From an optimization exercise on the open Yosys and OpenROAD flow, aimed at small area and a short achievable clock period; shortcuts taken in it are not production practice.
Where RTL was checked, it was by simulation tests only, not by an equivalence proof against the original.
Power is estimated from default activity; no workload was simulated.

==> build 32: inputs <==
## mult_top
module mult_top(
    input clk,
    input  [15:0] x,
    input  [15:0] y,
    output [31:0] p_out
    );
==> module elm_stage1, before the edit <==
module elm_stage1(
    input  [15:0] x,
    input  [15:0] y,
    output [8:0]  el,
    output        ec,
    output [8:0]  eh,
    output        sf0,
    output [3:0]  nx,
    output [2:0]  fx,
    output [3:0]  ny,
    output [2:0]  fy,
    output        s
    );
    wire x_one = x[13] ^ x[14];
    wire x_two = ~x_one & (x[15] ^ x[14]);
    wire x_neg = x[15] & ~(x[14] & x[13]);
    wire y_one = y[13] ^ y[14];
    wire y_two = ~y_one & (y[15] ^ y[14]);
    wire y_neg = y[15] & ~(y[14] & y[13]);
    wire [17:0] ys = {{2{y[15]}}, y};
    wire [17:0] xs = {{4{x[13]}}, x[13:0]};
    wire [17:0] pa = (({18{x_one}} & ys) | ({18{x_two}} & {ys[16:0], 1'b0})) ^ {18{x_neg}};
    wire [17:0] pb = (({18{y_one}} & xs) | ({18{y_two}} & {xs[16:0], 1'b0})) ^ {18{y_neg}};
    assign {ec, el} = {1'b0, pa[8:0]} + {1'b0, pb[8:0]} + {9'd0, x_neg};
    assign eh = pa[17:9] + pb[17:9];
    assign sf0 = y_neg;
    elm_log13 lx(.a(x[12:0] ^ {13{x[13]}}), .n(nx), .f(fx));
    elm_log13 ly(.a(y[12:0] ^ {13{y[13]}}), .n(ny), .f(fy));
    wire nz = (x[13] | (|x[7:0])) & (y[13] | (|y[7:0]));
    assign s = nz & (x[13] ^ y[13]);
endmodule
==> module elm_stage2, before the edit <==
module elm_stage2(
    input  [8:0]  el,
    input         ec,
    input  [8:0]  eh,
    input         sf0,
    input  [7:0]  l,
    input         s,
    input         z,
    output [13:0] pl,
    output [8:0]  ql,
    output        qc,
    output [8:0]  qh
    );
    wire [4:0] k = l[7:3];
    wire [2:0] f = l[2:0];
    wire [28:0] d = {28'd0, ~z} << k;
    wire [25:0] a = d[25:0] | ({26{f[2]}} & d[26:1])
                            | ({26{f[1]}} & d[27:2])
                            | ({26{f[0]}} & d[28:3]);
    wire [27:0] m = {s, s, a ^ {26{s}}};
    wire        c14 = sf0 & (|m[13:0]);
    assign pl = m[13:0] - {13'd0, sf0};
    assign {qc, ql} = {1'b0, el} + {1'b0, m[22:14]} + {9'd0, c14};
    assign qh = eh + {{4{m[27]}}, m[27:23]} + {8'd0, ec};
endmodule
==> module mult_top, before the edit <==
module mult_top(
    input clk,
    input  [15:0] x,
    input  [15:0] y,
    output [31:0] p_out
    );
    wire [8:0]  el, eh;
    wire        ec, sf0, s;
    wire [3:0]  nx, ny;
    wire [2:0]  fx, fy;
    elm_stage1 s1(.x(x), .y(y), .el(el), .ec(ec), .eh(eh), .sf0(sf0),
                  .nx(nx), .fx(fx), .ny(ny), .fy(fy), .s(s));
    reg [8:0]  el_r, eh_r;
    reg        ec_r, sf0_r, s_r, z_r;
    reg [6:0]  lx_r, ly_r;
    always @(posedge clk) begin
        el_r  <= el;
        ec_r  <= ec;
        eh_r  <= eh;
        sf0_r <= sf0;
        s_r   <= s;
        z_r   <= ~((x[13] | (|x[7:0])) & (y[13] | (|y[7:0])));
        lx_r  <= {nx, fx};
        ly_r  <= {ny, fy};
    end
    wire [7:0]  l = {1'b0, lx_r} + {1'b0, ly_r};
    wire [13:0] pl;
    wire [8:0]  ql, qh;
    wire        qc;
    elm_stage2 s2(.el(el_r), .ec(ec_r), .eh(eh_r), .sf0(sf0_r), .l(l), .s(s_r), .z(z_r),
                  .pl(pl), .ql(ql), .qc(qc), .qh(qh));
    reg [13:0] pl_q;
    reg [8:0]  ql_q, qh_q;
    reg        qc_q;
    always @(posedge clk) begin
        pl_q <= pl;
        ql_q <= ql;
        qc_q <= qc;
        qh_q <= qh;
    end
    assign p_out = {qh_q + {8'd0, qc_q}, ql_q, pl_q};
endmodule
clock: 7.0 ns
lec_check: 0
abc_area: 1
cap_margin: 20
core_margin: 2
core_utilization: 40
setup_slack_margin: 3.0
slew_margin: 20
standard.sh (not shown) runs the stock make flow with config.mk's settings and CLKGATE_MAP_FILE= SYNTH_SCRIPT=/design/flow/synth_recipe.tcl, a recipe that flattens the netlist after the stock synthesis.
==> flow/flow/run.sh <==
#!/bin/bash
# Layout flow: the standard ORFS flow (standard.sh) with two changes:
#  - Yosys's full/half adder extraction is off (ADDER_MAP_FILE empty), so ABC
#    maps the adders itself;
#  - the port buffers are sky130_fd_sc_hd__buf_2 instead of the delay buffer
#    buffer_ports picks by default.
# make's full output goes to flow_make.log; each tool's log is under orfs/logs/.
set -euo pipefail
cd "$(dirname "$0")/.."
bash standard.sh ADDER_MAP_FILE= "BUFFER_PORTS_ARGS=-buffer_cell sky130_fd_sc_hd__buf_2"  finish > flow_make.log 2>&1
==> inputs of trial 52, as changes to build 32 <==
--- a/flow/design.v
+++ b/flow/design.v
@@ -19,7 +19,5 @@
     input  [15:0] x,
     input  [15:0] y,
-    output [8:0]  el,
-    output        ec,
-    output [8:0]  eh,
+    output [17:0] e,
     output        sf0,
     output [3:0]  nx,
@@ -39,6 +37,5 @@
     wire [17:0] pa = (({18{x_one}} & ys) | ({18{x_two}} & {ys[16:0], 1'b0})) ^ {18{x_neg}};
     wire [17:0] pb = (({18{y_one}} & xs) | ({18{y_two}} & {xs[16:0], 1'b0})) ^ {18{y_neg}};
-    assign {ec, el} = {1'b0, pa[8:0]} + {1'b0, pb[8:0]} + {9'd0, x_neg};
-    assign eh = pa[17:9] + pb[17:9];
+    assign e = pa + pb + {17'd0, x_neg};
     assign sf0 = y_neg;
     elm_log13 lx(.a(x[12:0] ^ {13{x[13]}}), .n(nx), .f(fx));
@@ -48,15 +45,10 @@
 endmodule
 module elm_stage2(
-    input  [8:0]  el,
-    input         ec,
-    input  [8:0]  eh,
+    input  [17:0] e,
     input         sf0,
     input  [7:0]  l,
     input         s,
     input         z,
-    output [13:0] pl,
-    output [8:0]  ql,
-    output        qc,
-    output [8:0]  qh
+    output [31:0] p
     );
     wire [4:0] k = l[7:3];
@@ -68,7 +60,6 @@
     wire [27:0] m = {s, s, a ^ {26{s}}};
     wire        c14 = sf0 & (|m[13:0]);
-    assign pl = m[13:0] - {13'd0, sf0};
-    assign {qc, ql} = {1'b0, el} + {1'b0, m[22:14]} + {9'd0, c14};
-    assign qh = eh + {{4{m[27]}}, m[27:23]} + {8'd0, ec};
+    assign p[13:0]  = m[13:0] - {13'd0, sf0};
+    assign p[31:14] = e + {{4{m[27]}}, m[27:14]} + {17'd0, c14};
 endmodule
 module mult_top(
@@ -76,19 +67,17 @@
     input  [15:0] x,
     input  [15:0] y,
-    output [31:0] p_out
+    output reg [31:0] p_out
     );
-    wire [8:0]  el, eh;
-    wire        ec, sf0, s;
+    wire [17:0] e;
+    wire        sf0, s;
     wire [3:0]  nx, ny;
     wire [2:0]  fx, fy;
-    elm_stage1 s1(.x(x), .y(y), .el(el), .ec(ec), .eh(eh), .sf0(sf0),
+    elm_stage1 s1(.x(x), .y(y), .e(e), .sf0(sf0),
                   .nx(nx), .fx(fx), .ny(ny), .fy(fy), .s(s));
-    reg [8:0]  el_r, eh_r;
-    reg        ec_r, sf0_r, s_r, z_r;
+    reg [17:0] e_r;
+    reg        sf0_r, s_r, z_r;
     reg [6:0]  lx_r, ly_r;
     always @(posedge clk) begin
-        el_r  <= el;
-        ec_r  <= ec;
-        eh_r  <= eh;
+        e_r   <= e;
         sf0_r <= sf0;
         s_r   <= s;
@@ -98,18 +87,7 @@
     end
     wire [7:0]  l = {1'b0, lx_r} + {1'b0, ly_r};
-    wire [13:0] pl;
-    wire [8:0]  ql, qh;
-    wire        qc;
-    elm_stage2 s2(.el(el_r), .ec(ec_r), .eh(eh_r), .sf0(sf0_r), .l(l), .s(s_r), .z(z_r),
-                  .pl(pl), .ql(ql), .qc(qc), .qh(qh));
-    reg [13:0] pl_q;
-    reg [8:0]  ql_q, qh_q;
-    reg        qc_q;
-    always @(posedge clk) begin
-        pl_q <= pl;
-        ql_q <= ql;
-        qc_q <= qc;
-        qh_q <= qh;
-    end
-    assign p_out = {qh_q + {8'd0, qc_q}, ql_q, pl_q};
+    wire [31:0] p;
+    elm_stage2 s2(.e(e_r), .sf0(sf0_r), .l(l), .s(s_r), .z(z_r), .p(p));
+    always @(posedge clk)
+        p_out <= p;
 endmodule
==> flow/run.sh (new file) <==
#!/bin/bash
# synth_recipe.tcl (not shown) runs the flow's synth.tcl, then flattens the netlist and writes it again
# the make line also repeats each setting of config.mk as NAME=value (left out here)
make -C /OpenROAD-flow-scripts/flow DESIGN_CONFIG=/design/flow/config.mk WORK_HOME=/design/flow/orfs CLKGATE_MAP_FILE= SYNTH_SCRIPT=/design/flow/synth_recipe.tcl finish
--- a/flow/config.mk
+++ b/flow/config.mk
@@ -10,4 +10,3 @@
 export CORE_MARGIN = 2
 export CORE_UTILIZATION = 40
-export SETUP_SLACK_MARGIN = 3.0
 export SLEW_MARGIN = 20
removed: flow/flow/run.sh
removed: flow/standard.sh
==> inputs of trial 23, as changes to build 32 <==
--- a/flow/design.v
+++ b/flow/design.v
@@ -62,10 +62,14 @@
     wire [4:0] k = l[7:3];
     wire [2:0] f = l[2:0];
-    wire [28:0] d = {28'd0, ~z} << k;
-    wire [25:0] a = d[25:0] | ({26{f[2]}} & d[26:1])
-                            | ({26{f[1]}} & d[27:2])
-                            | ({26{f[0]}} & d[28:3]);
-    wire [27:0] m = {s, s, a ^ {26{s}}};
-    wire        c14 = sf0 & (|m[13:0]);
+    wire [3:0]  mm = z ? 4'd0 : ({1'b1, f} ^ {4{s}});
+    wire [4:0]  x1 = k[0] ? {mm, s} : {s, mm};
+    wire [6:0]  x2 = k[1] ? {x1, {2{s}}} : {{2{s}}, x1};
+    wire [10:0] x3 = k[2] ? {x2, {4{s}}} : {{4{s}}, x2};
+    wire [18:0] x4 = k[3] ? {x3, {8{s}}} : {{8{s}}, x3};
+    wire [28:3] x5 = k[4] ? {x4[12:0], {13{s}}} : {{10{s}}, x4[18:3]};
+    wire [27:0] m  = {s, s, x5};
+    wire        lo = (k <= 5'd13) | ((k == 5'd14) & (|f))
+                   | ((k == 5'd15) & (f[1] | f[0])) | ((k == 5'd16) & f[0]);
+    wire        c14 = sf0 & ~z & (s | lo);
     assign pl = m[13:0] - {13'd0, sf0};
     assign {qc, ql} = {1'b0, el} + {1'b0, m[22:14]} + {9'd0, c14};
--- a/flow/config.mk
+++ b/flow/config.mk
@@ -10,4 +10,4 @@
 export CORE_MARGIN = 2
 export CORE_UTILIZATION = 40
-export SETUP_SLACK_MARGIN = 3.0
+export SETUP_SLACK_MARGIN = 3.4
 export SLEW_MARGIN = 20
==> inputs of build 16, as changes to build 32 <==
--- a/flow/design.v
+++ b/flow/design.v
@@ -62,10 +62,14 @@
     wire [4:0] k = l[7:3];
     wire [2:0] f = l[2:0];
-    wire [28:0] d = {28'd0, ~z} << k;
-    wire [25:0] a = d[25:0] | ({26{f[2]}} & d[26:1])
-                            | ({26{f[1]}} & d[27:2])
-                            | ({26{f[0]}} & d[28:3]);
-    wire [27:0] m = {s, s, a ^ {26{s}}};
-    wire        c14 = sf0 & (|m[13:0]);
+    wire [3:0]  mm = z ? 4'd0 : ({1'b1, f} ^ {4{s}});
+    wire [4:0]  x1 = k[0] ? {mm, s} : {s, mm};
+    wire [6:0]  x2 = k[1] ? {x1, {2{s}}} : {{2{s}}, x1};
+    wire [10:0] x3 = k[2] ? {x2, {4{s}}} : {{4{s}}, x2};
+    wire [18:0] x4 = k[3] ? {x3, {8{s}}} : {{8{s}}, x3};
+    wire [28:3] x5 = k[4] ? {x4[12:0], {13{s}}} : {{10{s}}, x4[18:3]};
+    wire [27:0] m  = {s, s, x5};
+    wire        lo = (k <= 5'd13) | ((k == 5'd14) & (|f))
+                   | ((k == 5'd15) & (f[1] | f[0])) | ((k == 5'd16) & f[0]);
+    wire        c14 = sf0 & ~z & (s | lo);
     assign pl = m[13:0] - {13'd0, sf0};
     assign {qc, ql} = {1'b0, el} + {1'b0, m[22:14]} + {9'd0, c14};
--- a/flow/config.mk
+++ b/flow/config.mk
@@ -10,4 +10,7 @@
 export CORE_MARGIN = 2
 export CORE_UTILIZATION = 40
-export SETUP_SLACK_MARGIN = 3.0
+export CTS_BUF_LIST = sky130_fd_sc_hd__clkbuf_8
+export CTS_CLUSTER_DIAMETER = 100
+export CTS_CLUSTER_SIZE = 30
+export SETUP_SLACK_MARGIN = 3.3
 export SLEW_MARGIN = 20
==> flow_summary_export.csv <==
group,metric,value,unit
status,run_status,"timing/DRC/antenna clean",
clocking,cts_root_buffer,"clkbuf_16",
pwr,p_comb_share,62.4,%
finish,clk_buf,13,
detailed_routing,detail_route.wl_per_cell,12.5,um
sta,tmin_final,5560,ps
detailed_routing,dr.first_iter.drc_count,363,
synthesis,synth_adder_area_share,9.46,%
-- figures above: trial 52

==> flow_summary_export.csv <==
group,metric,value,unit
synthesis,synth_adder_area_share,0,%
finish,clk_buf,13,
detailed_routing,detail_route.wl_per_cell,10.8,um
pwr,p_comb_share,59.3,%
detailed_routing,dr.first_iter.drc_count,239,
status,run_status,"timing/DRC/antenna clean",
-- figures above: trial 23

==> flow_summary_export.csv <==
group,metric,value,unit
finish,clk_buf,11,
detailed_routing,detail_route.wl_per_cell,10.9,um
sta,final_worst_clock_skew,7.52,ps
sta,rsz_0062_raised_after_global_routing,"yes",
global_route,use_met1,25.2,%
synthesis,post-synth-top-count-cell,"nand2_1",
pwr,seq_power,598,uW
sta,tmin_final,3700,ps
status,run_status,"timing/DRC/antenna clean",
sta,timing_worst_slew_pin_value,597,ps
pwr,p_comb_share,57.0,%
-- figures above: build 32

==> flow_summary_export.csv <==
group,metric,value,unit
min_path,hold_path.class,"reg2reg",
synthesis,synth_adder_area_share,0,%
detailed_routing,dr.first_iter.drc_count,227,
pwr,p_comb_share,62.3,%
sta,hold_viol,0,
detailed_routing,detail_route.wl_per_cell,10.7,um
clocking,cts_root_buffer,"clkbuf_8",
floorplanning,total_die_area,15600,um^2
status,run_status,"timing/DRC/antenna clean",
sta,tmin_final,3390,ps
-- figures above: build 16

No functional check of the RTL was part of build 32.

-- static timing again, ports no longer ideal --
In the flow no input, the clock included, has a driving cell. The finished layouts below were timed again as built, in two steps.
Step 1 sets driving cells, clkbuf_16 on the clock port and buf_2 on the other inputs (assumed; they add their load-dependent delay and slew).
Step 2, shift: input delay + t, output delay - t, t = (earliest + latest rising clock arrival at the registers) / 2. This alone moves slack from input paths to output paths.
Slacks: ideal / step 1 / step 2; pairs: ideal / step 1.
run | t (ns) | setup WS [ns] | clock arrival spread, ns | pins driven straight from the clock port
build 32 | 0.371 | 3.304 / 3.322 / 2.951 | 0.009 / 0.009 | 1
trial 52 | 0.374 | 1.443 / 1.459 / 1.085 | 0.004 / 0.004 | 1
trial 23 | 0.364 | 3.622 / 3.629 / 3.264 | 0.009 / 0.009 | 1
build 16 | 0.378 | 3.613 / 3.608 / 3.231 | 0.014 / 0.013 | 1
After both steps every run listed still meets setup and hold. For build 16, which loses most, drivers alone change the setup slack by -0.005 ns; drivers and shift together by -0.382 ns.
